Context: an optimization exercise on an open-source flow, tuned for small area and a short achievable clock period. The choices shown serve that exercise and are no tape-out recipe. No functional check of the RTL was part of any run shown here. Power is estimated from default activity; no workload was simulated.

[run.sh]
#!/bin/bash
# synth_recipe.tcl (not shown) runs the flow's synth.tcl, then flattens the netlist and writes it again
# the make line also repeats each setting of config.mk as NAME=value (left out here)
make -C /OpenROAD-flow-scripts/flow DESIGN_CONFIG=/design/flow/config.mk WORK_HOME=/design/flow/orfs CLKGATE_MAP_FILE= SYNTH_SCRIPT=/design/flow/synth_recipe.tcl finish
[config.mk]
export PLATFORM = sky130hd
export DESIGN_NAME = mmu_array
export DESIGN_NICKNAME = mmu_array
export VERILOG_FILES = /design/flow/design.v
export SDC_FILE = /design/flow/constraint.sdc
export NUM_CORES = 4
export LEC_CHECK = 0
export CAP_MARGIN = 20
export CORE_MARGIN = 2
export CORE_UTILIZATION = 40
export SLEW_MARGIN = 20
[design.v]
module mac (
    input  logic        clk,
    input  logic        v,
    input  logic [7:0]  a,
    input  logic [7:0]  w,
    output logic [31:0] acc_o
);
    logic [15:0] L, U;
    logic up, dn;
    wire pp0 = (a[0] & w[0]);
    wire pp1 = (a[0] & w[1]);
    wire pp2 = (a[0] & w[2]);
    wire pp3 = (a[0] & w[3]);
    wire pp4 = (a[0] & w[4]);
    wire pp5 = (a[0] & w[5]);
    wire pp6 = (a[0] & w[6]);
    wire pp7 = ~(a[0] & w[7]);
    wire pp8 = (a[1] & w[0]);
    wire pp9 = (a[1] & w[1]);
    wire pp10 = (a[1] & w[2]);
    wire pp11 = (a[1] & w[3]);
    wire pp12 = (a[1] & w[4]);
    wire pp13 = (a[1] & w[5]);
    wire pp14 = (a[1] & w[6]);
    wire pp15 = ~(a[1] & w[7]);
    wire pp16 = (a[2] & w[0]);
    wire pp17 = (a[2] & w[1]);
    wire pp18 = (a[2] & w[2]);
    wire pp19 = (a[2] & w[3]);
    wire pp20 = (a[2] & w[4]);
    wire pp21 = (a[2] & w[5]);
    wire pp22 = (a[2] & w[6]);
    wire pp23 = ~(a[2] & w[7]);
    wire pp24 = (a[3] & w[0]);
    wire pp25 = (a[3] & w[1]);
    wire pp26 = (a[3] & w[2]);
    wire pp27 = (a[3] & w[3]);
    wire pp28 = (a[3] & w[4]);
    wire pp29 = (a[3] & w[5]);
    wire pp30 = (a[3] & w[6]);
    wire pp31 = ~(a[3] & w[7]);
    wire pp32 = (a[4] & w[0]);
    wire pp33 = (a[4] & w[1]);
    wire pp34 = (a[4] & w[2]);
    wire pp35 = (a[4] & w[3]);
    wire pp36 = (a[4] & w[4]);
    wire pp37 = (a[4] & w[5]);
    wire pp38 = (a[4] & w[6]);
    wire pp39 = ~(a[4] & w[7]);
    wire pp40 = (a[5] & w[0]);
    wire pp41 = (a[5] & w[1]);
    wire pp42 = (a[5] & w[2]);
    wire pp43 = (a[5] & w[3]);
    wire pp44 = (a[5] & w[4]);
    wire pp45 = (a[5] & w[5]);
    wire pp46 = (a[5] & w[6]);
    wire pp47 = ~(a[5] & w[7]);
    wire pp48 = (a[6] & w[0]);
    wire pp49 = (a[6] & w[1]);
    wire pp50 = (a[6] & w[2]);
    wire pp51 = (a[6] & w[3]);
    wire pp52 = (a[6] & w[4]);
    wire pp53 = (a[6] & w[5]);
    wire pp54 = (a[6] & w[6]);
    wire pp55 = ~(a[6] & w[7]);
    wire pp56 = ~(a[7] & w[0]);
    wire pp57 = ~(a[7] & w[1]);
    wire pp58 = ~(a[7] & w[2]);
    wire pp59 = ~(a[7] & w[3]);
    wire pp60 = ~(a[7] & w[4]);
    wire pp61 = ~(a[7] & w[5]);
    wire pp62 = ~(a[7] & w[6]);
    wire pp63 = (a[7] & w[7]);
    wire s64 = L[5] ^ pp5;
    wire c65 = L[5] & pp5;
    wire s66 = L[6] ^ pp6 ^ pp13;
    wire c67 = (L[6] & pp6) | (pp13 & (L[6] ^ pp6));
    wire s68 = pp20 ^ pp27;
    wire c69 = pp20 & pp27;
    wire s70 = L[7] ^ pp7 ^ pp14;
    wire c71 = (L[7] & pp7) | (pp14 & (L[7] ^ pp7));
    wire s72 = pp21 ^ pp28 ^ pp35;
    wire c73 = (pp21 & pp28) | (pp35 & (pp21 ^ pp28));
    wire s74 = pp42 ^ pp49;
    wire c75 = pp42 & pp49;
    wire s76 = 1'b1 ^ L[8] ^ pp15;
    wire c77 = (1'b1 & L[8]) | (pp15 & (1'b1 ^ L[8]));
    wire s78 = pp22 ^ pp29 ^ pp36;
    wire c79 = (pp22 & pp29) | (pp36 & (pp22 ^ pp29));
    wire s80 = pp43 ^ pp50 ^ pp57;
    wire c81 = (pp43 & pp50) | (pp57 & (pp43 ^ pp50));
    wire s82 = L[9] ^ pp23 ^ pp30;
    wire c83 = (L[9] & pp23) | (pp30 & (L[9] ^ pp23));
    wire s84 = pp37 ^ pp44 ^ pp51;
    wire c85 = (pp37 & pp44) | (pp51 & (pp37 ^ pp44));
    wire s86 = L[10] ^ pp31 ^ pp38;
    wire c87 = (L[10] & pp31) | (pp38 & (L[10] ^ pp31));
    wire s88 = L[3] ^ pp3;
    wire c89 = L[3] & pp3;
    wire s90 = L[4] ^ pp4 ^ pp11;
    wire c91 = (L[4] & pp4) | (pp11 & (L[4] ^ pp4));
    wire s92 = pp18 ^ pp25;
    wire c93 = pp18 & pp25;
    wire s94 = pp12 ^ pp19 ^ pp26;
    wire c95 = (pp12 & pp19) | (pp26 & (pp12 ^ pp19));
    wire s96 = pp33 ^ pp40 ^ s64;
    wire c97 = (pp33 & pp40) | (s64 & (pp33 ^ pp40));
    wire s98 = pp34 ^ pp41 ^ pp48;
    wire c99 = (pp34 & pp41) | (pp48 & (pp34 ^ pp41));
    wire s100 = c65 ^ s68 ^ s66;
    wire c101 = (c65 & s68) | (s66 & (c65 ^ s68));
    wire s102 = pp56 ^ c69 ^ s74;
    wire c103 = (pp56 & c69) | (s74 & (pp56 ^ c69));
    wire s104 = c67 ^ s70 ^ s72;
    wire c105 = (c67 & s70) | (s72 & (c67 ^ s70));
    wire s106 = c75 ^ c71 ^ c73;
    wire c107 = (c75 & c71) | (c73 & (c75 ^ c71));
    wire s108 = s76 ^ s78 ^ s80;
    wire c109 = (s76 & s78) | (s80 & (s76 ^ s78));
    wire s110 = pp58 ^ c77 ^ c79;
    wire c111 = (pp58 & c77) | (c79 & (pp58 ^ c77));
    wire s112 = c81 ^ s82 ^ s84;
    wire c113 = (c81 & s82) | (s84 & (c81 ^ s82));
    wire s114 = pp45 ^ pp52 ^ pp59;
    wire c115 = (pp45 & pp52) | (pp59 & (pp45 ^ pp52));
    wire s116 = c83 ^ c85 ^ s86;
    wire c117 = (c83 & c85) | (s86 & (c83 ^ c85));
    wire s118 = L[11] ^ pp39 ^ pp46;
    wire c119 = (L[11] & pp39) | (pp46 & (L[11] ^ pp39));
    wire s120 = pp53 ^ pp60 ^ c87;
    wire c121 = (pp53 & pp60) | (c87 & (pp53 ^ pp60));
    wire s122 = L[12] ^ pp47 ^ pp54;
    wire c123 = (L[12] & pp47) | (pp54 & (L[12] ^ pp47));
    wire s124 = L[2] ^ pp2;
    wire c125 = L[2] & pp2;
    wire s126 = pp10 ^ pp17 ^ pp24;
    wire c127 = (pp10 & pp17) | (pp24 & (pp10 ^ pp17));
    wire s128 = pp32 ^ c89 ^ s92;
    wire c129 = (pp32 & c89) | (s92 & (pp32 ^ c89));
    wire s130 = c93 ^ c91 ^ s94;
    wire c131 = (c93 & c91) | (s94 & (c93 ^ c91));
    wire s132 = c95 ^ s98 ^ c97;
    wire c133 = (c95 & s98) | (c97 & (c95 ^ s98));
    wire s134 = c99 ^ s102 ^ c101;
    wire c135 = (c99 & s102) | (c101 & (c99 ^ s102));
    wire s136 = c103 ^ c105 ^ s106;
    wire c137 = (c103 & c105) | (s106 & (c103 ^ c105));
    wire s138 = c107 ^ c109 ^ s110;
    wire c139 = (c107 & c109) | (s110 & (c107 ^ c109));
    wire s140 = s114 ^ c111 ^ c113;
    wire c141 = (s114 & c111) | (c113 & (s114 ^ c111));
    wire s142 = c115 ^ s118 ^ c117;
    wire c143 = (c115 & s118) | (c117 & (c115 ^ s118));
    wire s144 = pp61 ^ c119 ^ s122;
    wire c145 = (pp61 & c119) | (s122 & (pp61 ^ c119));
    wire s146 = L[13] ^ pp55 ^ pp62;
    wire c147 = (L[13] & pp55) | (pp62 & (L[13] ^ pp55));
    wire s148 = L[1] ^ pp1;
    wire c149 = L[1] & pp1;
    wire s150 = pp9 ^ pp16 ^ s124;
    wire c151 = (pp9 & pp16) | (s124 & (pp9 ^ pp16));
    wire s152 = c125 ^ s88 ^ s126;
    wire c153 = (c125 & s88) | (s126 & (c125 ^ s88));
    wire s154 = c127 ^ s90 ^ s128;
    wire c155 = (c127 & s90) | (s128 & (c127 ^ s90));
    wire s156 = c129 ^ s96 ^ s130;
    wire c157 = (c129 & s96) | (s130 & (c129 ^ s96));
    wire s158 = c131 ^ s100 ^ s132;
    wire c159 = (c131 & s100) | (s132 & (c131 ^ s100));
    wire s160 = s104 ^ c133 ^ s134;
    wire c161 = (s104 & c133) | (s134 & (s104 ^ c133));
    wire s162 = s108 ^ c135 ^ s136;
    wire c163 = (s108 & c135) | (s136 & (s108 ^ c135));
    wire s164 = s112 ^ c137 ^ s138;
    wire c165 = (s112 & c137) | (s138 & (s112 ^ c137));
    wire s166 = s116 ^ c139 ^ s140;
    wire c167 = (s116 & c139) | (s140 & (s116 ^ c139));
    wire s168 = s120 ^ c141 ^ s142;
    wire c169 = (s120 & c141) | (s142 & (s120 ^ c141));
    wire s170 = s144 ^ c121 ^ c143;
    wire c171 = (s144 & c121) | (c143 & (s144 ^ c121));
    wire s172 = s146 ^ c123 ^ c145;
    wire c173 = (s146 & c123) | (c145 & (s146 ^ c123));
    wire s174 = L[14] ^ pp63 ^ c147;
    wire c175 = (L[14] & pp63) | (c147 & (L[14] ^ pp63));
    wire s176 = 1'b1 ^ L[15];
    wire c177 = 1'b1 & L[15];
    wire [17:0] tx = {1'b1, c177, c175, c173, c171, c169, c167, c165, c163, c161, c159, c157, c155, c153, c151, c149, s148, L[0]};
    wire [17:0] ty = {1'b0, 1'b1, s176, s174, s172, s170, s168, s166, s164, s162, s160, s158, s156, s154, s152, s150, pp8, pp0};
    wire [17:0] T = tx + ty;
    wire [15:0] R = U + {{15{dn}}, up | dn};
    always_ff @(posedge clk) begin
        if (v) begin
            L <= T[15:0];
            U <= R;
            up <= T[16] & ~T[17];
            dn <= T[17];
        end else begin
            L <= '0;
            U <= '0;
            up <= 1'b0;
            dn <= 1'b0;
        end
    end
    assign acc_o = {R, L};
endmodule
module mac_cs (
    input  logic        clk,
    input  logic        v,
    input  logic [7:0]  a,
    input  logic [7:0]  w,
    output logic [31:0] acc_o
);
    logic [15:0] S, C, U;
    logic [2:0] H;
    wire zg0 = S[0] & C[0];
    wire zg1 = S[1] & C[1];
    wire zg2 = S[2] & C[2];
    wire zg3 = S[3] & C[3];
    wire zg4 = S[4] & C[4];
    wire zg5 = S[5] & C[5];
    wire zg6 = S[6] & C[6];
    wire zg7 = S[7] & C[7];
    wire zg8 = S[8] & C[8];
    wire zg9 = S[9] & C[9];
    wire zg10 = S[10] & C[10];
    wire zg11 = S[11] & C[11];
    wire zg12 = S[12] & C[12];
    wire zg13 = S[13] & C[13];
    wire zg14 = S[14] & C[14];
    wire zg15 = S[15] & C[15];
    wire zp16 = S[0] ^ C[0];
    wire zp17 = S[1] ^ C[1];
    wire zp18 = S[2] ^ C[2];
    wire zp19 = S[3] ^ C[3];
    wire zp20 = S[4] ^ C[4];
    wire zp21 = S[5] ^ C[5];
    wire zp22 = S[6] ^ C[6];
    wire zp23 = S[7] ^ C[7];
    wire zp24 = S[8] ^ C[8];
    wire zp25 = S[9] ^ C[9];
    wire zp26 = S[10] ^ C[10];
    wire zp27 = S[11] ^ C[11];
    wire zp28 = S[12] ^ C[12];
    wire zp29 = S[13] ^ C[13];
    wire zp30 = S[14] ^ C[14];
    wire zp31 = S[15] ^ C[15];
    wire zG32 = zg1 | (zp17 & zg0);
    wire zP33 = zp17 & zp16;
    wire zG34 = zg3 | (zp19 & zg2);
    wire zP35 = zp19 & zp18;
    wire zG36 = zg5 | (zp21 & zg4);
    wire zP37 = zp21 & zp20;
    wire zG38 = zg7 | (zp23 & zg6);
    wire zP39 = zp23 & zp22;
    wire zG40 = zg9 | (zp25 & zg8);
    wire zP41 = zp25 & zp24;
    wire zG42 = zg11 | (zp27 & zg10);
    wire zP43 = zp27 & zp26;
    wire zG44 = zg13 | (zp29 & zg12);
    wire zP45 = zp29 & zp28;
    wire zG46 = zg15 | (zp31 & zg14);
    wire zP47 = zp31 & zp30;
    wire zG48 = zg2 | (zp18 & zG32);
    wire zP49 = zp18 & zP33;
    wire zG50 = zG34 | (zP35 & zG32);
    wire zP51 = zP35 & zP33;
    wire zG52 = zg6 | (zp22 & zG36);
    wire zP53 = zp22 & zP37;
    wire zG54 = zG38 | (zP39 & zG36);
    wire zP55 = zP39 & zP37;
    wire zG56 = zg10 | (zp26 & zG40);
    wire zP57 = zp26 & zP41;
    wire zG58 = zG42 | (zP43 & zG40);
    wire zP59 = zP43 & zP41;
    wire zG60 = zg14 | (zp30 & zG44);
    wire zP61 = zp30 & zP45;
    wire zG62 = zG46 | (zP47 & zG44);
    wire zP63 = zP47 & zP45;
    wire zG64 = zg4 | (zp20 & zG50);
    wire zP65 = zp20 & zP51;
    wire zG66 = zG36 | (zP37 & zG50);
    wire zP67 = zP37 & zP51;
    wire zG68 = zG52 | (zP53 & zG50);
    wire zP69 = zP53 & zP51;
    wire zG70 = zG54 | (zP55 & zG50);
    wire zP71 = zP55 & zP51;
    wire zG72 = zg12 | (zp28 & zG58);
    wire zP73 = zp28 & zP59;
    wire zG74 = zG44 | (zP45 & zG58);
    wire zP75 = zP45 & zP59;
    wire zG76 = zG60 | (zP61 & zG58);
    wire zP77 = zP61 & zP59;
    wire zG78 = zG62 | (zP63 & zG58);
    wire zP79 = zP63 & zP59;
    wire zG80 = zg8 | (zp24 & zG70);
    wire zP81 = zp24 & zP71;
    wire zG82 = zG40 | (zP41 & zG70);
    wire zP83 = zP41 & zP71;
    wire zG84 = zG56 | (zP57 & zG70);
    wire zP85 = zP57 & zP71;
    wire zG86 = zG58 | (zP59 & zG70);
    wire zP87 = zP59 & zP71;
    wire zG88 = zG72 | (zP73 & zG70);
    wire zP89 = zP73 & zP71;
    wire zG90 = zG74 | (zP75 & zG70);
    wire zP91 = zP75 & zP71;
    wire zG92 = zG76 | (zP77 & zG70);
    wire zP93 = zP77 & zP71;
    wire zG94 = zG78 | (zP79 & zG70);
    wire zP95 = zP79 & zP71;
    wire zs96 = zp17 ^ zg0;
    wire zs97 = zp18 ^ zG32;
    wire zs98 = zp19 ^ zG48;
    wire zs99 = zp20 ^ zG50;
    wire zs100 = zp21 ^ zG64;
    wire zs101 = zp22 ^ zG66;
    wire zs102 = zp23 ^ zG68;
    wire zs103 = zp24 ^ zG70;
    wire zs104 = zp25 ^ zG80;
    wire zs105 = zp26 ^ zG82;
    wire zs106 = zp27 ^ zG84;
    wire zs107 = zp28 ^ zG86;
    wire zs108 = zp29 ^ zG88;
    wire zs109 = zp30 ^ zG90;
    wire zs110 = zp31 ^ zG92;
    wire rg111 = U[0] & H[0];
    wire rg112 = U[1] & H[1];
    wire rg113 = U[2] & H[2];
    wire rg114 = U[3] & H[2];
    wire rg115 = U[4] & H[2];
    wire rg116 = U[5] & H[2];
    wire rg117 = U[6] & H[2];
    wire rg118 = U[7] & H[2];
    wire rg119 = U[8] & H[2];
    wire rg120 = U[9] & H[2];
    wire rg121 = U[10] & H[2];
    wire rg122 = U[11] & H[2];
    wire rg123 = U[12] & H[2];
    wire rg124 = U[13] & H[2];
    wire rg125 = U[14] & H[2];
    wire rg126 = U[15] & H[2];
    wire rp127 = U[0] ^ H[0];
    wire rp128 = U[1] ^ H[1];
    wire rp129 = U[2] ^ H[2];
    wire rp130 = U[3] ^ H[2];
    wire rp131 = U[4] ^ H[2];
    wire rp132 = U[5] ^ H[2];
    wire rp133 = U[6] ^ H[2];
    wire rp134 = U[7] ^ H[2];
    wire rp135 = U[8] ^ H[2];
    wire rp136 = U[9] ^ H[2];
    wire rp137 = U[10] ^ H[2];
    wire rp138 = U[11] ^ H[2];
    wire rp139 = U[12] ^ H[2];
    wire rp140 = U[13] ^ H[2];
    wire rp141 = U[14] ^ H[2];
    wire rp142 = U[15] ^ H[2];
    wire rG143 = rg112 | (rp128 & rg111);
    wire rP144 = rp128 & rp127;
    wire rG145 = rg114 | (rp130 & rg113);
    wire rP146 = rp130 & rp129;
    wire rG147 = rg116 | (rp132 & rg115);
    wire rP148 = rp132 & rp131;
    wire rG149 = rg118 | (rp134 & rg117);
    wire rP150 = rp134 & rp133;
    wire rG151 = rg120 | (rp136 & rg119);
    wire rP152 = rp136 & rp135;
    wire rG153 = rg122 | (rp138 & rg121);
    wire rP154 = rp138 & rp137;
    wire rG155 = rg124 | (rp140 & rg123);
    wire rP156 = rp140 & rp139;
    wire rG157 = rg126 | (rp142 & rg125);
    wire rP158 = rp142 & rp141;
    wire rG159 = rg113 | (rp129 & rG143);
    wire rP160 = rp129 & rP144;
    wire rG161 = rG145 | (rP146 & rG143);
    wire rP162 = rP146 & rP144;
    wire rG163 = rg117 | (rp133 & rG147);
    wire rP164 = rp133 & rP148;
    wire rG165 = rG149 | (rP150 & rG147);
    wire rP166 = rP150 & rP148;
    wire rG167 = rg121 | (rp137 & rG151);
    wire rP168 = rp137 & rP152;
    wire rG169 = rG153 | (rP154 & rG151);
    wire rP170 = rP154 & rP152;
    wire rG171 = rg125 | (rp141 & rG155);
    wire rP172 = rp141 & rP156;
    wire rG173 = rG157 | (rP158 & rG155);
    wire rP174 = rP158 & rP156;
    wire rG175 = rg115 | (rp131 & rG161);
    wire rP176 = rp131 & rP162;
    wire rG177 = rG147 | (rP148 & rG161);
    wire rP178 = rP148 & rP162;
    wire rG179 = rG163 | (rP164 & rG161);
    wire rP180 = rP164 & rP162;
    wire rG181 = rG165 | (rP166 & rG161);
    wire rP182 = rP166 & rP162;
    wire rG183 = rg123 | (rp139 & rG169);
    wire rP184 = rp139 & rP170;
    wire rG185 = rG155 | (rP156 & rG169);
    wire rP186 = rP156 & rP170;
    wire rG187 = rG171 | (rP172 & rG169);
    wire rP188 = rP172 & rP170;
    wire rG189 = rG173 | (rP174 & rG169);
    wire rP190 = rP174 & rP170;
    wire rG191 = rg119 | (rp135 & rG181);
    wire rP192 = rp135 & rP182;
    wire rG193 = rG151 | (rP152 & rG181);
    wire rP194 = rP152 & rP182;
    wire rG195 = rG167 | (rP168 & rG181);
    wire rP196 = rP168 & rP182;
    wire rG197 = rG169 | (rP170 & rG181);
    wire rP198 = rP170 & rP182;
    wire rG199 = rG183 | (rP184 & rG181);
    wire rP200 = rP184 & rP182;
    wire rG201 = rG185 | (rP186 & rG181);
    wire rP202 = rP186 & rP182;
    wire rG203 = rG187 | (rP188 & rG181);
    wire rP204 = rP188 & rP182;
    wire rG205 = rG189 | (rP190 & rG181);
    wire rP206 = rP190 & rP182;
    wire rc207 = rg111 | (rp127 & Z[16]);
    wire rc208 = rG143 | (rP144 & Z[16]);
    wire rc209 = rG159 | (rP160 & Z[16]);
    wire rc210 = rG161 | (rP162 & Z[16]);
    wire rc211 = rG175 | (rP176 & Z[16]);
    wire rc212 = rG177 | (rP178 & Z[16]);
    wire rc213 = rG179 | (rP180 & Z[16]);
    wire rc214 = rG181 | (rP182 & Z[16]);
    wire rc215 = rG191 | (rP192 & Z[16]);
    wire rc216 = rG193 | (rP194 & Z[16]);
    wire rc217 = rG195 | (rP196 & Z[16]);
    wire rc218 = rG197 | (rP198 & Z[16]);
    wire rc219 = rG199 | (rP200 & Z[16]);
    wire rc220 = rG201 | (rP202 & Z[16]);
    wire rc221 = rG203 | (rP204 & Z[16]);
    wire rc222 = rG205 | (rP206 & Z[16]);
    wire rs223 = rp127 ^ Z[16];
    wire rs224 = rp128 ^ rc207;
    wire rs225 = rp129 ^ rc208;
    wire rs226 = rp130 ^ rc209;
    wire rs227 = rp131 ^ rc210;
    wire rs228 = rp132 ^ rc211;
    wire rs229 = rp133 ^ rc212;
    wire rs230 = rp134 ^ rc213;
    wire rs231 = rp135 ^ rc214;
    wire rs232 = rp136 ^ rc215;
    wire rs233 = rp137 ^ rc216;
    wire rs234 = rp138 ^ rc217;
    wire rs235 = rp139 ^ rc218;
    wire rs236 = rp140 ^ rc219;
    wire rs237 = rp141 ^ rc220;
    wire rs238 = rp142 ^ rc221;
    wire [16:0] Z = {zG94, zs110, zs109, zs108, zs107, zs106, zs105, zs104, zs103, zs102, zs101, zs100, zs99, zs98, zs97, zs96, zp16};
    wire [15:0] R = {rs238, rs237, rs236, rs235, rs234, rs233, rs232, rs231, rs230, rs229, rs228, rs227, rs226, rs225, rs224, rs223};
    wire nz16 = ~Z[16];
    wire pp0 = (a[0] & w[0]);
    wire pp1 = (a[0] & w[1]);
    wire pp2 = (a[0] & w[2]);
    wire pp3 = (a[0] & w[3]);
    wire pp4 = (a[0] & w[4]);
    wire pp5 = (a[0] & w[5]);
    wire pp6 = (a[0] & w[6]);
    wire pp7 = ~(a[0] & w[7]);
    wire pp8 = (a[1] & w[0]);
    wire pp9 = (a[1] & w[1]);
    wire pp10 = (a[1] & w[2]);
    wire pp11 = (a[1] & w[3]);
    wire pp12 = (a[1] & w[4]);
    wire pp13 = (a[1] & w[5]);
    wire pp14 = (a[1] & w[6]);
    wire pp15 = ~(a[1] & w[7]);
    wire pp16 = (a[2] & w[0]);
    wire pp17 = (a[2] & w[1]);
    wire pp18 = (a[2] & w[2]);
    wire pp19 = (a[2] & w[3]);
    wire pp20 = (a[2] & w[4]);
    wire pp21 = (a[2] & w[5]);
    wire pp22 = (a[2] & w[6]);
    wire pp23 = ~(a[2] & w[7]);
    wire pp24 = (a[3] & w[0]);
    wire pp25 = (a[3] & w[1]);
    wire pp26 = (a[3] & w[2]);
    wire pp27 = (a[3] & w[3]);
    wire pp28 = (a[3] & w[4]);
    wire pp29 = (a[3] & w[5]);
    wire pp30 = (a[3] & w[6]);
    wire pp31 = ~(a[3] & w[7]);
    wire pp32 = (a[4] & w[0]);
    wire pp33 = (a[4] & w[1]);
    wire pp34 = (a[4] & w[2]);
    wire pp35 = (a[4] & w[3]);
    wire pp36 = (a[4] & w[4]);
    wire pp37 = (a[4] & w[5]);
    wire pp38 = (a[4] & w[6]);
    wire pp39 = ~(a[4] & w[7]);
    wire pp40 = (a[5] & w[0]);
    wire pp41 = (a[5] & w[1]);
    wire pp42 = (a[5] & w[2]);
    wire pp43 = (a[5] & w[3]);
    wire pp44 = (a[5] & w[4]);
    wire pp45 = (a[5] & w[5]);
    wire pp46 = (a[5] & w[6]);
    wire pp47 = ~(a[5] & w[7]);
    wire pp48 = (a[6] & w[0]);
    wire pp49 = (a[6] & w[1]);
    wire pp50 = (a[6] & w[2]);
    wire pp51 = (a[6] & w[3]);
    wire pp52 = (a[6] & w[4]);
    wire pp53 = (a[6] & w[5]);
    wire pp54 = (a[6] & w[6]);
    wire pp55 = ~(a[6] & w[7]);
    wire pp56 = ~(a[7] & w[0]);
    wire pp57 = ~(a[7] & w[1]);
    wire pp58 = ~(a[7] & w[2]);
    wire pp59 = ~(a[7] & w[3]);
    wire pp60 = ~(a[7] & w[4]);
    wire pp61 = ~(a[7] & w[5]);
    wire pp62 = ~(a[7] & w[6]);
    wire pp63 = (a[7] & w[7]);
    wire s64 = S[7] ^ C[7];
    wire c65 = S[7] & C[7];
    wire s66 = 1'b1 ^ S[8] ^ C[8];
    wire c67 = (1'b1 & S[8]) | (C[8] & (1'b1 ^ S[8]));
    wire s68 = S[4] ^ C[4];
    wire c69 = S[4] & C[4];
    wire s70 = S[5] ^ C[5] ^ pp5;
    wire c71 = (S[5] & C[5]) | (pp5 & (S[5] ^ C[5]));
    wire s72 = pp12 ^ pp19;
    wire c73 = pp12 & pp19;
    wire s74 = S[6] ^ C[6] ^ pp6;
    wire c75 = (S[6] & C[6]) | (pp6 & (S[6] ^ C[6]));
    wire s76 = pp13 ^ pp20 ^ pp27;
    wire c77 = (pp13 & pp20) | (pp27 & (pp13 ^ pp20));
    wire s78 = pp34 ^ pp41;
    wire c79 = pp34 & pp41;
    wire s80 = s64 ^ pp7 ^ pp14;
    wire c81 = (s64 & pp7) | (pp14 & (s64 ^ pp7));
    wire s82 = pp21 ^ pp28 ^ pp35;
    wire c83 = (pp21 & pp28) | (pp35 & (pp21 ^ pp28));
    wire s84 = pp42 ^ pp49 ^ pp56;
    wire c85 = (pp42 & pp49) | (pp56 & (pp42 ^ pp49));
    wire s86 = c65 ^ s66 ^ pp15;
    wire c87 = (c65 & s66) | (pp15 & (c65 ^ s66));
    wire s88 = pp22 ^ pp29 ^ pp36;
    wire c89 = (pp22 & pp29) | (pp36 & (pp22 ^ pp29));
    wire s90 = pp43 ^ pp50 ^ pp57;
    wire c91 = (pp43 & pp50) | (pp57 & (pp43 ^ pp50));
    wire s92 = S[9] ^ C[9] ^ c67;
    wire c93 = (S[9] & C[9]) | (c67 & (S[9] ^ C[9]));
    wire s94 = pp23 ^ pp30 ^ pp37;
    wire c95 = (pp23 & pp30) | (pp37 & (pp23 ^ pp30));
    wire s96 = pp44 ^ pp51 ^ pp58;
    wire c97 = (pp44 & pp51) | (pp58 & (pp44 ^ pp51));
    wire s98 = S[10] ^ C[10] ^ pp31;
    wire c99 = (S[10] & C[10]) | (pp31 & (S[10] ^ C[10]));
    wire s100 = pp38 ^ pp45 ^ pp52;
    wire c101 = (pp38 & pp45) | (pp52 & (pp38 ^ pp45));
    wire s102 = S[11] ^ C[11] ^ pp39;
    wire c103 = (S[11] & C[11]) | (pp39 & (S[11] ^ C[11]));
    wire s104 = S[2] ^ C[2];
    wire c105 = S[2] & C[2];
    wire s106 = S[3] ^ C[3] ^ pp3;
    wire c107 = (S[3] & C[3]) | (pp3 & (S[3] ^ C[3]));
    wire s108 = pp10 ^ pp17;
    wire c109 = pp10 & pp17;
    wire s110 = s68 ^ pp4 ^ pp11;
    wire c111 = (s68 & pp4) | (pp11 & (s68 ^ pp4));
    wire s112 = pp18 ^ pp25 ^ pp32;
    wire c113 = (pp18 & pp25) | (pp32 & (pp18 ^ pp25));
    wire s114 = c69 ^ pp26 ^ pp33;
    wire c115 = (c69 & pp26) | (pp33 & (c69 ^ pp26));
    wire s116 = pp40 ^ s72 ^ s70;
    wire c117 = (pp40 & s72) | (s70 & (pp40 ^ s72));
    wire s118 = pp48 ^ c73 ^ s78;
    wire c119 = (pp48 & c73) | (s78 & (pp48 ^ c73));
    wire s120 = c71 ^ s74 ^ s76;
    wire c121 = (c71 & s74) | (s76 & (c71 ^ s74));
    wire s122 = c79 ^ c75 ^ c77;
    wire c123 = (c79 & c75) | (c77 & (c79 ^ c75));
    wire s124 = s80 ^ s82 ^ s84;
    wire c125 = (s80 & s82) | (s84 & (s80 ^ s82));
    wire s126 = c81 ^ c83 ^ c85;
    wire c127 = (c81 & c83) | (c85 & (c81 ^ c83));
    wire s128 = s86 ^ s88 ^ s90;
    wire c129 = (s86 & s88) | (s90 & (s86 ^ s88));
    wire s130 = s92 ^ c87 ^ c89;
    wire c131 = (s92 & c87) | (c89 & (s92 ^ c87));
    wire s132 = c91 ^ s94 ^ s96;
    wire c133 = (c91 & s94) | (s96 & (c91 ^ s94));
    wire s134 = c93 ^ pp59 ^ c95;
    wire c135 = (c93 & pp59) | (c95 & (c93 ^ pp59));
    wire s136 = c97 ^ s98 ^ s100;
    wire c137 = (c97 & s98) | (s100 & (c97 ^ s98));
    wire s138 = pp46 ^ pp53 ^ pp60;
    wire c139 = (pp46 & pp53) | (pp60 & (pp46 ^ pp53));
    wire s140 = c99 ^ c101 ^ s102;
    wire c141 = (c99 & c101) | (s102 & (c99 ^ c101));
    wire s142 = S[12] ^ C[12] ^ pp47;
    wire c143 = (S[12] & C[12]) | (pp47 & (S[12] ^ C[12]));
    wire s144 = pp54 ^ pp61 ^ c103;
    wire c145 = (pp54 & pp61) | (c103 & (pp54 ^ pp61));
    wire s146 = S[13] ^ C[13] ^ pp55;
    wire c147 = (S[13] & C[13]) | (pp55 & (S[13] ^ C[13]));
    wire s148 = S[1] ^ C[1];
    wire c149 = S[1] & C[1];
    wire s150 = s104 ^ pp2 ^ pp9;
    wire c151 = (s104 & pp2) | (pp9 & (s104 ^ pp2));
    wire s152 = c105 ^ pp24 ^ s108;
    wire c153 = (c105 & pp24) | (s108 & (c105 ^ pp24));
    wire s154 = c109 ^ c107 ^ s110;
    wire c155 = (c109 & c107) | (s110 & (c109 ^ c107));
    wire s156 = c111 ^ c113 ^ s114;
    wire c157 = (c111 & c113) | (s114 & (c111 ^ c113));
    wire s158 = c115 ^ s118 ^ c117;
    wire c159 = (c115 & s118) | (c117 & (c115 ^ s118));
    wire s160 = c119 ^ c121 ^ s122;
    wire c161 = (c119 & c121) | (s122 & (c119 ^ c121));
    wire s162 = c123 ^ c125 ^ s126;
    wire c163 = (c123 & c125) | (s126 & (c123 ^ c125));
    wire s164 = c127 ^ c129 ^ s130;
    wire c165 = (c127 & c129) | (s130 & (c127 ^ c129));
    wire s166 = c131 ^ c133 ^ s134;
    wire c167 = (c131 & c133) | (s134 & (c131 ^ c133));
    wire s168 = s138 ^ c135 ^ c137;
    wire c169 = (s138 & c135) | (c137 & (s138 ^ c135));
    wire s170 = c139 ^ s142 ^ c141;
    wire c171 = (c139 & s142) | (c141 & (c139 ^ s142));
    wire s172 = pp62 ^ c143 ^ s146;
    wire c173 = (pp62 & c143) | (s146 & (pp62 ^ c143));
    wire s174 = S[14] ^ C[14] ^ pp63;
    wire c175 = (S[14] & C[14]) | (pp63 & (S[14] ^ C[14]));
    wire s176 = 1'b1 ^ S[15];
    wire c177 = 1'b1 & S[15];
    wire s178 = S[0] ^ C[0];
    wire c179 = S[0] & C[0];
    wire s180 = s148 ^ pp1 ^ pp8;
    wire c181 = (s148 & pp1) | (pp8 & (s148 ^ pp1));
    wire s182 = c149 ^ pp16 ^ s150;
    wire c183 = (c149 & pp16) | (s150 & (c149 ^ pp16));
    wire s184 = c151 ^ s106 ^ s152;
    wire c185 = (c151 & s106) | (s152 & (c151 ^ s106));
    wire s186 = s112 ^ c153 ^ s154;
    wire c187 = (s112 & c153) | (s154 & (s112 ^ c153));
    wire s188 = c155 ^ s156 ^ s116;
    wire c189 = (c155 & s156) | (s116 & (c155 ^ s156));
    wire s190 = c157 ^ s120 ^ s158;
    wire c191 = (c157 & s120) | (s158 & (c157 ^ s120));
    wire s192 = s124 ^ c159 ^ s160;
    wire c193 = (s124 & c159) | (s160 & (s124 ^ c159));
    wire s194 = s128 ^ c161 ^ s162;
    wire c195 = (s128 & c161) | (s162 & (s128 ^ c161));
    wire s196 = s132 ^ c163 ^ s164;
    wire c197 = (s132 & c163) | (s164 & (s132 ^ c163));
    wire s198 = s136 ^ c165 ^ s166;
    wire c199 = (s136 & c165) | (s166 & (s136 ^ c165));
    wire s200 = s140 ^ c167 ^ s168;
    wire c201 = (s140 & c167) | (s168 & (s140 ^ c167));
    wire s202 = s144 ^ c169 ^ s170;
    wire c203 = (s144 & c169) | (s170 & (s144 ^ c169));
    wire s204 = s172 ^ c145 ^ c171;
    wire c205 = (s172 & c145) | (c171 & (s172 ^ c145));
    wire s206 = s174 ^ c147 ^ c173;
    wire c207 = (s174 & c147) | (c173 & (s174 ^ c147));
    wire s208 = C[15] ^ s176 ^ c175;
    wire c209 = (C[15] & s176) | (c175 & (C[15] ^ s176));
    wire s210 = c177 ^ nz16;
    wire c211 = c177 & nz16;
    wire hg212 = c209 & s210;
    wire hg213 = c211 & 1'b1;
    wire hg214 = 1'b1 & 1'b0;
    wire hp215 = c209 ^ s210;
    wire hp216 = c211 ^ 1'b1;
    wire hp217 = 1'b1 ^ 1'b0;
    wire hG218 = hg213 | (hp216 & hg212);
    wire hP219 = hp216 & hp215;
    wire hG220 = hg214 | (hp217 & hG218);
    wire hP221 = hp217 & hP219;
    wire hs222 = hp216 ^ hg212;
    wire hs223 = hp217 ^ hG218;
    always_ff @(posedge clk) begin
        if (v) begin
            S <= {c207, c205, c203, c201, c199, c197, c195, c193, c191, c189, c187, c185, c183, c181, c179, s178};
            C <= {s208, s206, s204, s202, s200, s198, s196, s194, s192, s190, s188, s186, s184, s182, s180, pp0};
            H <= {hs223, hs222, hp215};
            U <= R;
        end else begin
            S <= '0;
            C <= '0;
            H <= '0;
            U <= '0;
        end
    end
    assign acc_o = {R, Z[15:0]};
endmodule
module mmu_array #(
    parameter int N = 4,
    parameter int DW = 8,
    parameter int AW = 32
) (
    input  logic clk,
    input  logic valid_i,
    input  logic [N*DW-1:0] activation_rows,    
    input  logic [N*DW-1:0] weight_columns,     
    output logic valid_o,
    output logic [N*N*AW-1:0] psums             
);
    logic [N-1:0] vq;
    always_ff @(posedge clk) vq <= {vq[N-2:0], valid_i};
    assign valid_o = vq[N-1];
    logic [DW-1:0] a_bus [N][N];
    logic [DW-1:0] w_bus [N][N];
    for (genvar r = 0; r < N; r++) begin : ROW
        for (genvar c = 0; c < N; c++) begin : COL
            logic v;
            if (c == 0) begin : A0
                assign a_bus[r][c] = activation_rows[r*DW +: DW];
                assign v = valid_i;
            end else begin : AQ
                logic [DW-1:0] a_q;
                always_ff @(posedge clk) a_q <= a_bus[r][c-1];
                assign a_bus[r][c] = a_q;
                assign v = vq[c-1];
            end
            if (r == 0) begin : W0
                assign w_bus[r][c] = weight_columns[c*DW +: DW];
            end else begin : WQ
                logic [DW-1:0] w_q;
                always_ff @(posedge clk) w_q <= w_bus[r-1][c];
                assign w_bus[r][c] = w_q;
            end
            if (r == 0 || c == 0) begin : CS
                mac_cs pe (
                    .clk(clk), .v(v), .a(a_bus[r][c]), .w(w_bus[r][c]),
                    .acc_o(psums[(r*N+c)*AW +: AW])
                );
            end else begin : CP
                mac pe (
                    .clk(clk), .v(v), .a(a_bus[r][c]), .w(w_bus[r][c]),
                    .acc_o(psums[(r*N+c)*AW +: AW])
                );
            end
        end
    end
endmodule
[constraint.sdc]
create_clock -name core_clock -period 8.0 [get_ports {clk}]
set_input_delay 1.6000 -clock core_clock [delete_from_list [all_inputs] [get_ports {clk}]]
set_output_delay 1.6000 -clock core_clock [all_outputs]
set_load 0.01 [all_outputs]
==> results.sh, run 1 <==
export IMPL_status="complete, no violations"
export IMPL_fill_cells=17000
export IMPL_overflow=0
export IMPL_vias=50100
export IMPL_ys_ff_latch=852
export IMPL_min_path_type="register to register"
export IMPL_min_period_ns=6.77
export IMPL_die_h_microns=427
export IMPL_worstPathArrival_ns=5.17
export IMPL_final_layout_size_suffix_gt1_share_pct=3.03
export IMPL_synthCells=7608
export IMPL_route_detailed_drc=0
export IMPL_grt_usage_pct=20.7
export IMPL_cts_made_buffers=108
export IMPL_die_area_sq_um=183000
export IMPL_drtPass1Iterations=7
export IMPL_place_congestion=0.885
export IMPL_nets=9615
export IMPL_pre_cts_ws_ns=2.04
export IMPL_worstMarginPinSlew_ns=0.955
export IMPL_cp_start_kind="register"
export IMPL_ctsLongestPathBuffers=3
export IMPL_cts_sinks=852
export IMPL_cp_required_ns=6.40
export IMPL_cts_tree="yes"
export IMPL_routed_via_density=4.79
export IMPL_wl_per_cell_microns=17.7
export IMPL_finalSetupTns_ns=0
export IMPL_syn_avg_cell_area_sq_um=9.42
export IMPL_rows=155
export IMPL_synth_yosys_warnings=7
export IMPL_cts_setup_buffers=0
export IMPL_worst_hold_slack_ns=0.458
export IMPL_drtIter0Drc=1994
export IMPL_rsz0062_at_grt="false"
export IMPL_ir_drop_v=0.000324
export IMPL_clock_skew_ns=0.0417
export IMPL_die_w_microns=427
export IMPL_drt_total_wl_microns=186000
export IMPL_cts_resized=0
export IMPL_synth_cell_area_sq_um=71700
export IMPL_worstPathMaxFanout=4
export IMPL_initial_core_util_pct=40.2
export IMPL_p_total_mw=37.2
export IMPL_synth_nets=9219
export IMPL_hold_viol=0
export IMPL_maxCapViolCount=0
export IMPL_crit_chain="ha_1, inv_1, fa_1, nor2b_1, o21ai_0, a21o_1, a31oi_1, a21oi_1, o31a_1, nor2_1, nor2_1, inv_1, a21oi_1, o311ai_1, o31ai_1, o21bai_1, xnor2_1, clkdlybuf4s50_1"
export IMPL_crit_start="ROW[0].COL[3].CS.pe.C[0]$_SDFF_PN0_"
export IMPL_slew_headroom_pct=36.3
export IMPL_setup_slack_ns=1.23
export IMPL_core_sq_um=178000
export IMPL_dp_hpwl_microns=147000
export IMPL_antenna_found_initial=24
export IMPL_crit_end="psums[127]"
export IMPL_grt_pass1_vias=54000
export IMPL_r2r_end="ROW[3].COL[1].CP.pe.L[15]$_SDFF_PN0_"
export IMPL_maxSlewViolCount=0
export IMPL_async_flop_share_pct=0
export IMPL_pin_count=579
export IMPL_h_tree_depth=3
export IMPL_rr_worst_depth=20
export IMPL_io_buffer_count=578
export IMPL_grt_pass1_wl_microns=297000
export IMPL_finalCritPeriodShare_pct=84.7
export IMPL_final_antenna_net_count=0
export IMPL_max_freq_mhz=148
export IMPL_clk_pin_slew_ns=0.06
export IMPL_setup_violations_final=0
export IMPL_cts_hold_buf=0
export IMPL_crit_slowest_cell="clkdlybuf4s50_1"
export IMPL_clk_latency_ns=0.77
export IMPL_cts_root_buf="clkbuf_16"
export IMPL_ys_seq_area_share_pct=23.8
export IMPL_regToRegSetupSlack_ns=2.82
export IMPL_area_growth_pct=14.6
export IMPL_grt_max_degree=109
export IMPL_crit_type="register to primary output"
export IMPL_crit_path_end_kind="primary output"
export IMPL_regToRegStartpoint="ROW[3].COL[1].AQ.a_q[4]$_DFF_P_"
export IMPL_cp_slowest_stage_delay_ns=0.56
export IMPL_p_per_area_nw_per_um2=452
export IMPL_synthDistinctLibCells=77
export IMPL_yosys_most_used_dff="dfxtp_1"
export IMPL_p_leak_nw=39.0
export IMPL_synth_edf_count=0
-- worst min path at each step --
stage / cells past startpoint / end / startpoint
after global placement: 0 / ROW[3].COL[1].WQ.w_q[1]$_DFF_P_ / ROW[2].COL[1].WQ.w_q[1]$_DFF_P_
after global routing: 0 / ROW[2].COL[1].WQ.w_q[1]$_DFF_P_ / ROW[1].COL[1].WQ.w_q[1]$_DFF_P_
after detailed placement: 0 / ROW[2].COL[1].WQ.w_q[0]$_DFF_P_ / ROW[1].COL[1].WQ.w_q[0]$_DFF_P_
after floorplan: 0 / vq[1]$_DFF_P_ / vq[0]$_DFF_P_
final: 0 / ROW[2].COL[1].WQ.w_q[0]$_DFF_P_ / ROW[1].COL[1].WQ.w_q[0]$_DFF_P_
after CTS: 0 / ROW[2].COL[1].WQ.w_q[0]$_DFF_P_ / ROW[1].COL[1].WQ.w_q[0]$_DFF_P_
-- per-layer routing --
layer / GRT usage, % / vias up / wire (microns)
met5: 0 / - / 64
met4: 8.96 / 10 / 8680
met3: 4.19 / 321 / 9600
met2: 36.1 / 932 / 91700
met1: 24.6 / 24700 / 75500
li1: - / 24200 / -
-- power by group --
part	internal (mW)	switching [mW]	total [mW]
Combinational	12.1	13.3	25.4
Sequential	5.67	1.01	6.68
Clock	3.00	2.07	5.08
-- sequential cells by signal (all words and copies together), names as in the netlist, 14 cells and up --
| name | flops |
|---|---|
| ROW.COL.CS.pe.S | 112 |
| ROW.COL.WQ.w_q | 96 |
| ROW.COL.CP.pe.U | 144 |
| ROW.COL.CS.pe.C | 112 |
| ROW.COL.AQ.a_q | 96 |
| ROW.COL.CS.pe.H | 14 |
| ROW.COL.CP.pe.L | 144 |
| ROW.COL.CS.pe.U | 112 |
-- worst max-delay path: cells and delay by family (launching register included) --
family / cells / cell delay (ns)
AOI/OAI and AO/OA: 9 / 2.29
buffers and inverters: 3 / 0.77
adders and majority gates: 2 / 0.57
DFF: 1 / 0.31
and+or+nand+nor: 3 / 0.30
xor gates and xnor gates: 1 / 0.16
-- per-stage QoR --
| stage | util, % | instance area, sq um | instances |
|---|---|---|---|
| 2_1_floorplan | - | 71700 | 7608 |
| 3_3_place_gp | 44.0 | 78500 | 10200 |
| 3_5_place_dp | 44.0 | 78500 | 10200 |
| 4_1_cts | 46.1 | 82100 | 10400 |
| 5_1_grt | 46.1 | 82200 | 10500 |
| 6_report | 46.1 | 82200 | 10500 |
-- layout make-up --
class | count | area, sq um | share of cell area [%]
multi-input combinational | 5061 | 47400 | 57.7
timing repair buffer | 590 | 5870 | 7.15
antenna | 16 | 40.0 | 0.0487
tap | 2355 | 2950 | 3.59
clock buffer | 150 | 3120 | 3.80
sequential | 852 | 17100 | 20.8
inverter | 1391 | 5220 | 6.35
clock inverter | 46 | 518 | 0.630
-- layout by cell type (no fill, tap or decap), types with 30 or more instances in the layout --
| cell type | synthesis | layout |
|---|---|---|
| a21boi_0 | 30 | 30 |
| a21o_1 | 97 | 97 |
| a21oi_1 | 200 | 200 |
| and2_1 | 1151 | 1151 |
| and3_1 | 36 | 36 |
| clkbuf_16 | 0 | 110 |
| clkdlybuf4s50_1 | 0 | 577 |
| dfxtp_1 | 852 | 849 |
| fa_1 | 933 | 933 |
| ha_1 | 612 | 612 |
| inv_1 | 1388 | 1386 |
| nand2_1 | 458 | 458 |
| nand2b_1 | 37 | 37 |
| nand3_1 | 57 | 57 |
| nor2_1 | 368 | 368 |
| nor2b_1 | 60 | 60 |
| nor3_1 | 105 | 105 |
| o21a_1 | 41 | 41 |
| o21ai_0 | 158 | 158 |
| o21bai_1 | 51 | 51 |
| xnor2_1 | 242 | 242 |
| xor2_1 | 116 | 116 |
-- cells by family (layout without fill, tap and decap cells) --
group | after synthesis | after routing | synth area share (%)
buf+inv | 1695 | 2177 | 10.1
fa+ha+maj | 1545 | 1545 | 36.7
flops | 852 | 852 | 23.8
compound gates | 759 | 759 | 6.97
other cells | 0 | 16 | 0
mux | 23 | 23 | 0.323
simple gates | 2375 | 2375 | 17.7
xor+xnor | 359 | 359 | 4.40
-- Yosys cell counts (7+ instances only) --
cell type     n  area (sq um)
fa_1        933         18700
a21boi_0     30           225
a41oi_1      16           140
nor2b_1      60           375
o21ai_0     158           791
xor2_1      116          1020
a31oi_1      24           150
inv_1      1388          5210
dfxtp_1     852         17100
nor3b_1      18           135
o41ai_1      15           131
o31ai_1      12          90.1
nand4_1       7          43.8
xnor2_1     242          2120
o21a_1       41           308
o31a_1       18           158
buf_4       233          1750
clkbuf_1     70           263
ha_1        612          7660
and2_1     1151          7200
o211ai_1     13          97.6
nand2b_1     37           231
mux2i_1      22           220
o21bai_1     51           383
a211oi_1     25           188
and3_1       36           225
or3_1        22           138
nor3_1      105           526
or2_2        24           150
nor4b_1      10          87.6
nand3_1      57           285
nand2_1     458          1720
a21o_1       97           728
nand4b_1      9          78.8
a21oi_1     200          1000
nor2_1      368          1380
==> inputs of run 2 (changes only) <==
--- a/design.v
+++ b/design.v
@@ -422,36 +422,179 @@
     wire rP206 = rP190 & rP182;
-    wire rc207 = rg111 | (rp127 & Z[16]);
-    wire rc208 = rG143 | (rP144 & Z[16]);
-    wire rc209 = rG159 | (rP160 & Z[16]);
-    wire rc210 = rG161 | (rP162 & Z[16]);
-    wire rc211 = rG175 | (rP176 & Z[16]);
-    wire rc212 = rG177 | (rP178 & Z[16]);
-    wire rc213 = rG179 | (rP180 & Z[16]);
-    wire rc214 = rG181 | (rP182 & Z[16]);
-    wire rc215 = rG191 | (rP192 & Z[16]);
-    wire rc216 = rG193 | (rP194 & Z[16]);
-    wire rc217 = rG195 | (rP196 & Z[16]);
-    wire rc218 = rG197 | (rP198 & Z[16]);
-    wire rc219 = rG199 | (rP200 & Z[16]);
-    wire rc220 = rG201 | (rP202 & Z[16]);
-    wire rc221 = rG203 | (rP204 & Z[16]);
-    wire rc222 = rG205 | (rP206 & Z[16]);
-    wire rs223 = rp127 ^ Z[16];
-    wire rs224 = rp128 ^ rc207;
-    wire rs225 = rp129 ^ rc208;
-    wire rs226 = rp130 ^ rc209;
-    wire rs227 = rp131 ^ rc210;
-    wire rs228 = rp132 ^ rc211;
-    wire rs229 = rp133 ^ rc212;
-    wire rs230 = rp134 ^ rc213;
-    wire rs231 = rp135 ^ rc214;
-    wire rs232 = rp136 ^ rc215;
-    wire rs233 = rp137 ^ rc216;
-    wire rs234 = rp138 ^ rc217;
-    wire rs235 = rp139 ^ rc218;
-    wire rs236 = rp140 ^ rc219;
-    wire rs237 = rp141 ^ rc220;
-    wire rs238 = rp142 ^ rc221;
+    wire rc207 = rg111 | (rp127 & 1'b0);
+    wire rc208 = rG143 | (rP144 & 1'b0);
+    wire rc209 = rG159 | (rP160 & 1'b0);
+    wire rc210 = rG161 | (rP162 & 1'b0);
+    wire rc211 = rG175 | (rP176 & 1'b0);
+    wire rc212 = rG177 | (rP178 & 1'b0);
+    wire rc213 = rG179 | (rP180 & 1'b0);
+    wire rc214 = rG181 | (rP182 & 1'b0);
+    wire rc215 = rG191 | (rP192 & 1'b0);
+    wire rc216 = rG193 | (rP194 & 1'b0);
+    wire rc217 = rG195 | (rP196 & 1'b0);
+    wire rc218 = rG197 | (rP198 & 1'b0);
+    wire rc219 = rG199 | (rP200 & 1'b0);
+    wire rc220 = rG201 | (rP202 & 1'b0);
+    wire rc221 = rG203 | (rP204 & 1'b0);
+    wire rc222 = rG205 | (rP206 & 1'b0);
+    wire rs223 = rp128 ^ rc207;
+    wire rs224 = rp129 ^ rc208;
+    wire rs225 = rp130 ^ rc209;
+    wire rs226 = rp131 ^ rc210;
+    wire rs227 = rp132 ^ rc211;
+    wire rs228 = rp133 ^ rc212;
+    wire rs229 = rp134 ^ rc213;
+    wire rs230 = rp135 ^ rc214;
+    wire rs231 = rp136 ^ rc215;
+    wire rs232 = rp137 ^ rc216;
+    wire rs233 = rp138 ^ rc217;
+    wire rs234 = rp139 ^ rc218;
+    wire rs235 = rp140 ^ rc219;
+    wire rs236 = rp141 ^ rc220;
+    wire rs237 = rp142 ^ rc221;
+    wire qg238 = U[0] & H[0];
+    wire qg239 = U[1] & H[1];
+    wire qg240 = U[2] & H[2];
+    wire qg241 = U[3] & H[2];
+    wire qg242 = U[4] & H[2];
+    wire qg243 = U[5] & H[2];
+    wire qg244 = U[6] & H[2];
+    wire qg245 = U[7] & H[2];
+    wire qg246 = U[8] & H[2];
+    wire qg247 = U[9] & H[2];
+    wire qg248 = U[10] & H[2];
+    wire qg249 = U[11] & H[2];
+    wire qg250 = U[12] & H[2];
+    wire qg251 = U[13] & H[2];
+    wire qg252 = U[14] & H[2];
+    wire qg253 = U[15] & H[2];
+    wire qp254 = U[0] ^ H[0];
+    wire qp255 = U[1] ^ H[1];
+    wire qp256 = U[2] ^ H[2];
+    wire qp257 = U[3] ^ H[2];
+    wire qp258 = U[4] ^ H[2];
+    wire qp259 = U[5] ^ H[2];
+    wire qp260 = U[6] ^ H[2];
+    wire qp261 = U[7] ^ H[2];
+    wire qp262 = U[8] ^ H[2];
+    wire qp263 = U[9] ^ H[2];
+    wire qp264 = U[10] ^ H[2];
+    wire qp265 = U[11] ^ H[2];
+    wire qp266 = U[12] ^ H[2];
+    wire qp267 = U[13] ^ H[2];
+    wire qp268 = U[14] ^ H[2];
+    wire qp269 = U[15] ^ H[2];
+    wire qG270 = qg239 | (qp255 & qg238);
+    wire qP271 = qp255 & qp254;
+    wire qG272 = qg241 | (qp257 & qg240);
+    wire qP273 = qp257 & qp256;
+    wire qG274 = qg243 | (qp259 & qg242);
+    wire qP275 = qp259 & qp258;
+    wire qG276 = qg245 | (qp261 & qg244);
+    wire qP277 = qp261 & qp260;
+    wire qG278 = qg247 | (qp263 & qg246);
+    wire qP279 = qp263 & qp262;
+    wire qG280 = qg249 | (qp265 & qg248);
+    wire qP281 = qp265 & qp264;
+    wire qG282 = qg251 | (qp267 & qg250);
+    wire qP283 = qp267 & qp266;
+    wire qG284 = qg253 | (qp269 & qg252);
+    wire qP285 = qp269 & qp268;
+    wire qG286 = qg240 | (qp256 & qG270);
+    wire qP287 = qp256 & qP271;
+    wire qG288 = qG272 | (qP273 & qG270);
+    wire qP289 = qP273 & qP271;
+    wire qG290 = qg244 | (qp260 & qG274);
+    wire qP291 = qp260 & qP275;
+    wire qG292 = qG276 | (qP277 & qG274);
+    wire qP293 = qP277 & qP275;
+    wire qG294 = qg248 | (qp264 & qG278);
+    wire qP295 = qp264 & qP279;
+    wire qG296 = qG280 | (qP281 & qG278);
+    wire qP297 = qP281 & qP279;
+    wire qG298 = qg252 | (qp268 & qG282);
+    wire qP299 = qp268 & qP283;
+    wire qG300 = qG284 | (qP285 & qG282);
+    wire qP301 = qP285 & qP283;
+    wire qG302 = qg242 | (qp258 & qG288);
+    wire qP303 = qp258 & qP289;
+    wire qG304 = qG274 | (qP275 & qG288);
+    wire qP305 = qP275 & qP289;
+    wire qG306 = qG290 | (qP291 & qG288);
+    wire qP307 = qP291 & qP289;
+    wire qG308 = qG292 | (qP293 & qG288);
+    wire qP309 = qP293 & qP289;
+    wire qG310 = qg250 | (qp266 & qG296);
+    wire qP311 = qp266 & qP297;
+    wire qG312 = qG282 | (qP283 & qG296);
+    wire qP313 = qP283 & qP297;
+    wire qG314 = qG298 | (qP299 & qG296);
+    wire qP315 = qP299 & qP297;
+    wire qG316 = qG300 | (qP301 & qG296);
+    wire qP317 = qP301 & qP297;
+    wire qG318 = qg246 | (qp262 & qG308);
+    wire qP319 = qp262 & qP309;
+    wire qG320 = qG278 | (qP279 & qG308);
+    wire qP321 = qP279 & qP309;
+    wire qG322 = qG294 | (qP295 & qG308);
+    wire qP323 = qP295 & qP309;
+    wire qG324 = qG296 | (qP297 & qG308);
+    wire qP325 = qP297 & qP309;
+    wire qG326 = qG310 | (qP311 & qG308);
+    wire qP327 = qP311 & qP309;
+    wire qG328 = qG312 | (qP313 & qG308);
+    wire qP329 = qP313 & qP309;
+    wire qG330 = qG314 | (qP315 & qG308);
+    wire qP331 = qP315 & qP309;
+    wire qG332 = qG316 | (qP317 & qG308);
+    wire qP333 = qP317 & qP309;
+    wire qc334 = qg238 | (qp254 & 1'b1);
+    wire qc335 = qG270 | (qP271 & 1'b1);
+    wire qc336 = qG286 | (qP287 & 1'b1);
+    wire qc337 = qG288 | (qP289 & 1'b1);
+    wire qc338 = qG302 | (qP303 & 1'b1);
+    wire qc339 = qG304 | (qP305 & 1'b1);
+    wire qc340 = qG306 | (qP307 & 1'b1);
+    wire qc341 = qG308 | (qP309 & 1'b1);
+    wire qc342 = qG318 | (qP319 & 1'b1);
+    wire qc343 = qG320 | (qP321 & 1'b1);
+    wire qc344 = qG322 | (qP323 & 1'b1);
+    wire qc345 = qG324 | (qP325 & 1'b1);
+    wire qc346 = qG326 | (qP327 & 1'b1);
+    wire qc347 = qG328 | (qP329 & 1'b1);
+    wire qc348 = qG330 | (qP331 & 1'b1);
+    wire qc349 = qG332 | (qP333 & 1'b1);
+    wire qs350 = qp254 ^ 1'b1;
+    wire qs351 = qp255 ^ qc334;
+    wire qs352 = qp256 ^ qc335;
+    wire qs353 = qp257 ^ qc336;
+    wire qs354 = qp258 ^ qc337;
+    wire qs355 = qp259 ^ qc338;
+    wire qs356 = qp260 ^ qc339;
+    wire qs357 = qp261 ^ qc340;
+    wire qs358 = qp262 ^ qc341;
+    wire qs359 = qp263 ^ qc342;
+    wire qs360 = qp264 ^ qc343;
+    wire qs361 = qp265 ^ qc344;
+    wire qs362 = qp266 ^ qc345;
+    wire qs363 = qp267 ^ qc346;
+    wire qs364 = qp268 ^ qc347;
+    wire qs365 = qp269 ^ qc348;
+    wire rm366 = Z[16] ? qs350 : rp127;
+    wire rm367 = Z[16] ? qs351 : rs223;
+    wire rm368 = Z[16] ? qs352 : rs224;
+    wire rm369 = Z[16] ? qs353 : rs225;
+    wire rm370 = Z[16] ? qs354 : rs226;
+    wire rm371 = Z[16] ? qs355 : rs227;
+    wire rm372 = Z[16] ? qs356 : rs228;
+    wire rm373 = Z[16] ? qs357 : rs229;
+    wire rm374 = Z[16] ? qs358 : rs230;
+    wire rm375 = Z[16] ? qs359 : rs231;
+    wire rm376 = Z[16] ? qs360 : rs232;
+    wire rm377 = Z[16] ? qs361 : rs233;
+    wire rm378 = Z[16] ? qs362 : rs234;
+    wire rm379 = Z[16] ? qs363 : rs235;
+    wire rm380 = Z[16] ? qs364 : rs236;
+    wire rm381 = Z[16] ? qs365 : rs237;
     wire [16:0] Z = {zG94, zs110, zs109, zs108, zs107, zs106, zs105, zs104, zs103, zs102, zs101, zs100, zs99, zs98, zs97, zs96, zp16};
-    wire [15:0] R = {rs238, rs237, rs236, rs235, rs234, rs233, rs232, rs231, rs230, rs229, rs228, rs227, rs226, rs225, rs224, rs223};
+    wire [15:0] R = {rm381, rm380, rm379, rm378, rm377, rm376, rm375, rm374, rm373, rm372, rm371, rm370, rm369, rm368, rm367, rm366};
     wire nz16 = ~Z[16];
--- a/config.mk
+++ b/config.mk
@@ -10,2 +10,4 @@
 export CORE_UTILIZATION = 40
+export SETUP_SLACK_MARGIN = 3.5
 export SLEW_MARGIN = 20
+export TNS_END_PERCENT = 10
==> run 2 against run 1 <==
  * Synthesized cell count grew 0.17%
  * Sequential share of layout area shrank 0.81 points
  * Flip-flop and latch count is the same
  * Clock skew shrank 0.0025 ns
  * Clock power grew 6.7%
  * Highest routed layer unchanged
==> results.sh, run 2 <==
export IMPL_synth_most_common_cell="inv_1"
export IMPL_synthAdderAreaFrac_pct=36.4
export IMPL_die_h_microns=429
export IMPL_drtPass1Iterations=5
export IMPL_synthMuxAreaShare_pct=0.152
export IMPL_crit_path_end_kind="primary output"
export IMPL_p_sw_share_pct=44.9
export IMPL_status="complete, no violations"
export IMPL_crit_type="register to primary output"
export IMPL_ys_ff_latch=852
export IMPL_overflow=0
export IMPL_synth_yosys_warnings=7
export IMPL_synthCells=7621
export IMPL_grt_max_degree=105
export IMPL_yosys_area_share_simple_pct=17.6
export IMPL_place_inst=10300
export IMPL_place_congestion=0.878
export IMPL_p_total_mw=39.2
export IMPL_cts_sinks=852
export IMPL_clock_skew_ns=0.0391
export IMPL_worstMarginPinSlew_ns=1.03
export IMPL_p_seq_share_pct=17.1
export IMPL_ctsLongestPathBuffers=3
export IMPL_synth_top_area_share_pct=25.6
export IMPL_drtIter0Drc=1831
export IMPL_yosys_most_used_dff="dfxtp_1"
export IMPL_dp_hpwl_microns=149000
export IMPL_layout_common_cells="inv_1, and2_1, fa_1"
export IMPL_cp_required_ns=6.40
export IMPL_cp_slowest_stage_delay_ns=0.43
export IMPL_die_w_microns=429
export IMPL_synth_nets=9234
export IMPL_vias=51700
export IMPL_final_common_cell="inv_1"
export IMPL_combPwrFrac_pct=69.1
export IMPL_pre_cts_ws_ns=2.39
export IMPL_slew_headroom_pct=31.6
export IMPL_clk_pin_slew_ns=0.06
export IMPL_clk_latency_ns=0.78
export IMPL_setup_slack_ns=2.71
export IMPL_cts_made_buffers=109
export IMPL_wl_per_cell_microns=18.1
export IMPL_grt_pass1_vias=55900
export IMPL_final_layout_size_suffix_gt1_share_pct=9.60
export IMPL_worstPathMaxFanout=4
export IMPL_syn_avg_cell_area_sq_um=9.49
export IMPL_route_detailed_drc=0
export IMPL_cts_tree="yes"
export IMPL_cp_start_kind="register"
export IMPL_h_tree_depth=3
export IMPL_die_area_sq_um=184000
export IMPL_synth_area_leader_cell="fa_1"
export IMPL_yosys_area_share_xor_xnor_pct=4.99
export IMPL_reg_largest_list="ROW.COL.CP.pe.L (144), ROW.COL.CP.pe.U (144)"
export IMPL_rsz0062_at_grt="true"
export IMPL_core_sq_um=180000
export IMPL_synth_compound_area_share_pct=8.03
export IMPL_maxSlewViolCount=0
export IMPL_crit_slowest_cell="or3b_4"
export IMPL_setup_violations_final=0
export IMPL_rows=156
export IMPL_async_flop_share_pct=0
export IMPL_min_path_type="register to register"
export IMPL_final_antenna_net_count=0
export IMPL_finalSetupTns_ns=0
export IMPL_io_buffer_count=578
export IMPL_synth_top_family_by_area="adder cells"
export IMPL_p_leak_nw=40.6
export IMPL_routed_via_density=4.87
export IMPL_fill_cells=16900
export IMPL_worstPathArrival_ns=3.69
export IMPL_nets=9769
export IMPL_fin_cells=10600
export IMPL_maxCapViolCount=0
export IMPL_cts_hold_buf=0
export IMPL_drt_total_wl_microns=192000
export IMPL_initial_core_util_pct=40.2
export IMPL_finalCritPeriodShare_pct=66.1
export IMPL_p_clk_share_pct=13.8
export IMPL_synth_common_cells="inv_1, and2_1, fa_1, dfxtp_1, ha_1"
export IMPL_synthDistinctLibCells=85
export IMPL_pin_count=579
export IMPL_grt_usage_pct=20.9
export IMPL_ir_drop_v=0.000342
export IMPL_antenna_found_initial=14
export IMPL_internal_power_mw=21.6
export IMPL_max_freq_mhz=189
export IMPL_synth_cell_area_sq_um=72300
export IMPL_grt_pass1_wl_microns=306000
export IMPL_min_period_ns=5.29
export IMPL_ys_seq_area_share_pct=23.6
export IMPL_power_switching_mw=17.6
export IMPL_area_growth_pct=18.8
export IMPL_crit_chain="ha_2, inv_2, fa_2, nand2b_4, a21o_1, a32oi_4, or3b_4, a21bo_1, a21oi_2, or4_4, buf_4, a211oi_2, nor3_2, buf_2"
export IMPL_cts_root_buf="clkbuf_16"
export IMPL_hold_viol=0
export IMPL_synth_edf_count=0
export IMPL_p_per_area_nw_per_um2=456
export IMPL_synth_area_leaders="fa_1, dfxtp_1, ha_1, and2_1, inv_1"
run 2: cell types whose count changed in the layout (fill, tap and decap cells not counted), moves of 43 or more:
cell / change
nor2_1: -61
clkdlybuf4s50_1: -124
ha_4: +43
ha_1: -44
buf_4: +116
inv_1: -154
buf_2: +62
o21ai_0: -51
run 2: repair_timing:
item	CTS	global route
gates resized for setup	496	288
buffers inserted	89	52
setup endpoints to repair	377	377
pin swaps	156	101
run 2: per-layer routing:
| metal | vias up | GRT usage [%] | share of wire (%) |
|---|---|---|---|
| met5 | - | 0 | 0.060 |
| met4 | 18 | 8.92 | 4.7 |
| met3 | 315 | 3.75 | 4.4 |
| met2 | 935 | 37.0 | 50 |
| met1 | 25700 | 24.9 | 41 |
| li1 | 24800 | - | - |
run 2: critical path, delay by kind of cell, from the launching register on:
family	cells	cell delay, ns
buffers and inverters	3	0.31
AOI/OAI and AO/OA	5	0.82
and+or+nand+nor	4	0.98
adders and majority gates	2	0.50
DFF	1	0.31
run 2: path summary, 6_finish.rpt:
kind | cells past startpoint | endpoint | slack [ns] | start
setup / recovery | 14 | psums[63] | 2.71 | ROW[0].COL[1].CS.pe.S[0]$_SDFF_PN0_
hold / removal | 0 | ROW[3].COL[2].WQ.w_q[7]$_DFF_P_ | 0.46 | ROW[2].COL[2].WQ.w_q[7]$_DFF_P_
setup reg to reg | 15 | ROW[1].COL[2].CP.pe.up$_SDFF_PN0_ | 2.84 | ROW[1].COL[2].WQ.w_q[5]$_DFF_P_
hold reg to reg | 0 | ROW[3].COL[2].WQ.w_q[7]$_DFF_P_ | 0.46 | ROW[2].COL[2].WQ.w_q[7]$_DFF_P_
run 2: through the flow:
| stage | instance area [sq um] | hold WS (ns) | utilization (%) |
|---|---|---|---|
| after floorplan | 72300 | 0.383 | - |
| after global placement | 79100 | 0.439 | 43.9 |
| after detailed placement | 79100 | 0.449 | 43.9 |
| after CTS | 84800 | 0.458 | 47.0 |
| after global routing | 85900 | 0.479 | 47.7 |
| final | 85900 | 0.461 | 47.7 |
run 2: final cells by class:
class / instances / area, sq um / area share, %
Clock inverter: 68 / 877 / 1.02
Timing Repair Buffer: 728 / 6710 / 7.81
Antenna cell: 6 / 15.0 / 0.0175
Tap cell: 2370 / 2970 / 3.45
Sequential cell: 852 / 17100 / 20.0
Inverter: 1252 / 4700 / 5.47
Multi-Input combinational cell: 5213 / 50500 / 58.7
Clock buffer: 138 / 3050 / 3.55
run 2: power by group through the flow:
| stage | logic [mW] | registers (mW) | clock network, mW |
|---|---|---|---|
| CTS | 27.0 | 6.72 | 5.59 |
| global route | 30.6 | 6.85 | 5.74 |
| detailed placement | 26.4 | 6.84 | 0 |
| finish | 27.1 | 6.69 | 5.42 |
| floorplan | 18.9 | 6.52 | 0 |
| global placement | 26.0 | 6.82 | 0 |
run 2: cell families after synthesis:
group	count (synthesis)
buf+inv	1556
xor+xnor	412
mux	11
fa+ha+maj	1547
simple gates	2372
compound gates	871
flops	852

## afterwards: timing with drivers on the ports
How much do the figures lean on ideal ports? The routed layouts below were timed once more, with nothing changed but the port constraints. Step 1 (the two cells are an assumption about what drives the block):
set clk [get_ports {clk}]
set_driving_cell -lib_cell sky130_fd_sc_hd__clkbuf_16 $clk
set_driving_cell -lib_cell sky130_fd_sc_hd__buf_2 [delete_from_list [all_inputs] $clk]
Step 2 adds t to the input delays and takes it off the output delays; t is the mean of the earliest and latest rising clock arrival at the registers after step 1. Input paths then give back, and output paths get back, about the clock's delay inside the block. a / b / c = no drivers / after step 1 / after step 2; a / b = the first two.
| run | t (ns) | setup WS [ns] | clock arrival spread, ns |
|---|---|---|---|
| run 1 | 0.827 | 1.227 / 1.148 / 1.975 | 0.046 / 0.046 |
| run 2 | 0.834 | 2.708 / 2.629 / 2.839 | 0.046 / 0.045 |
After both steps every run listed still meets setup and hold.
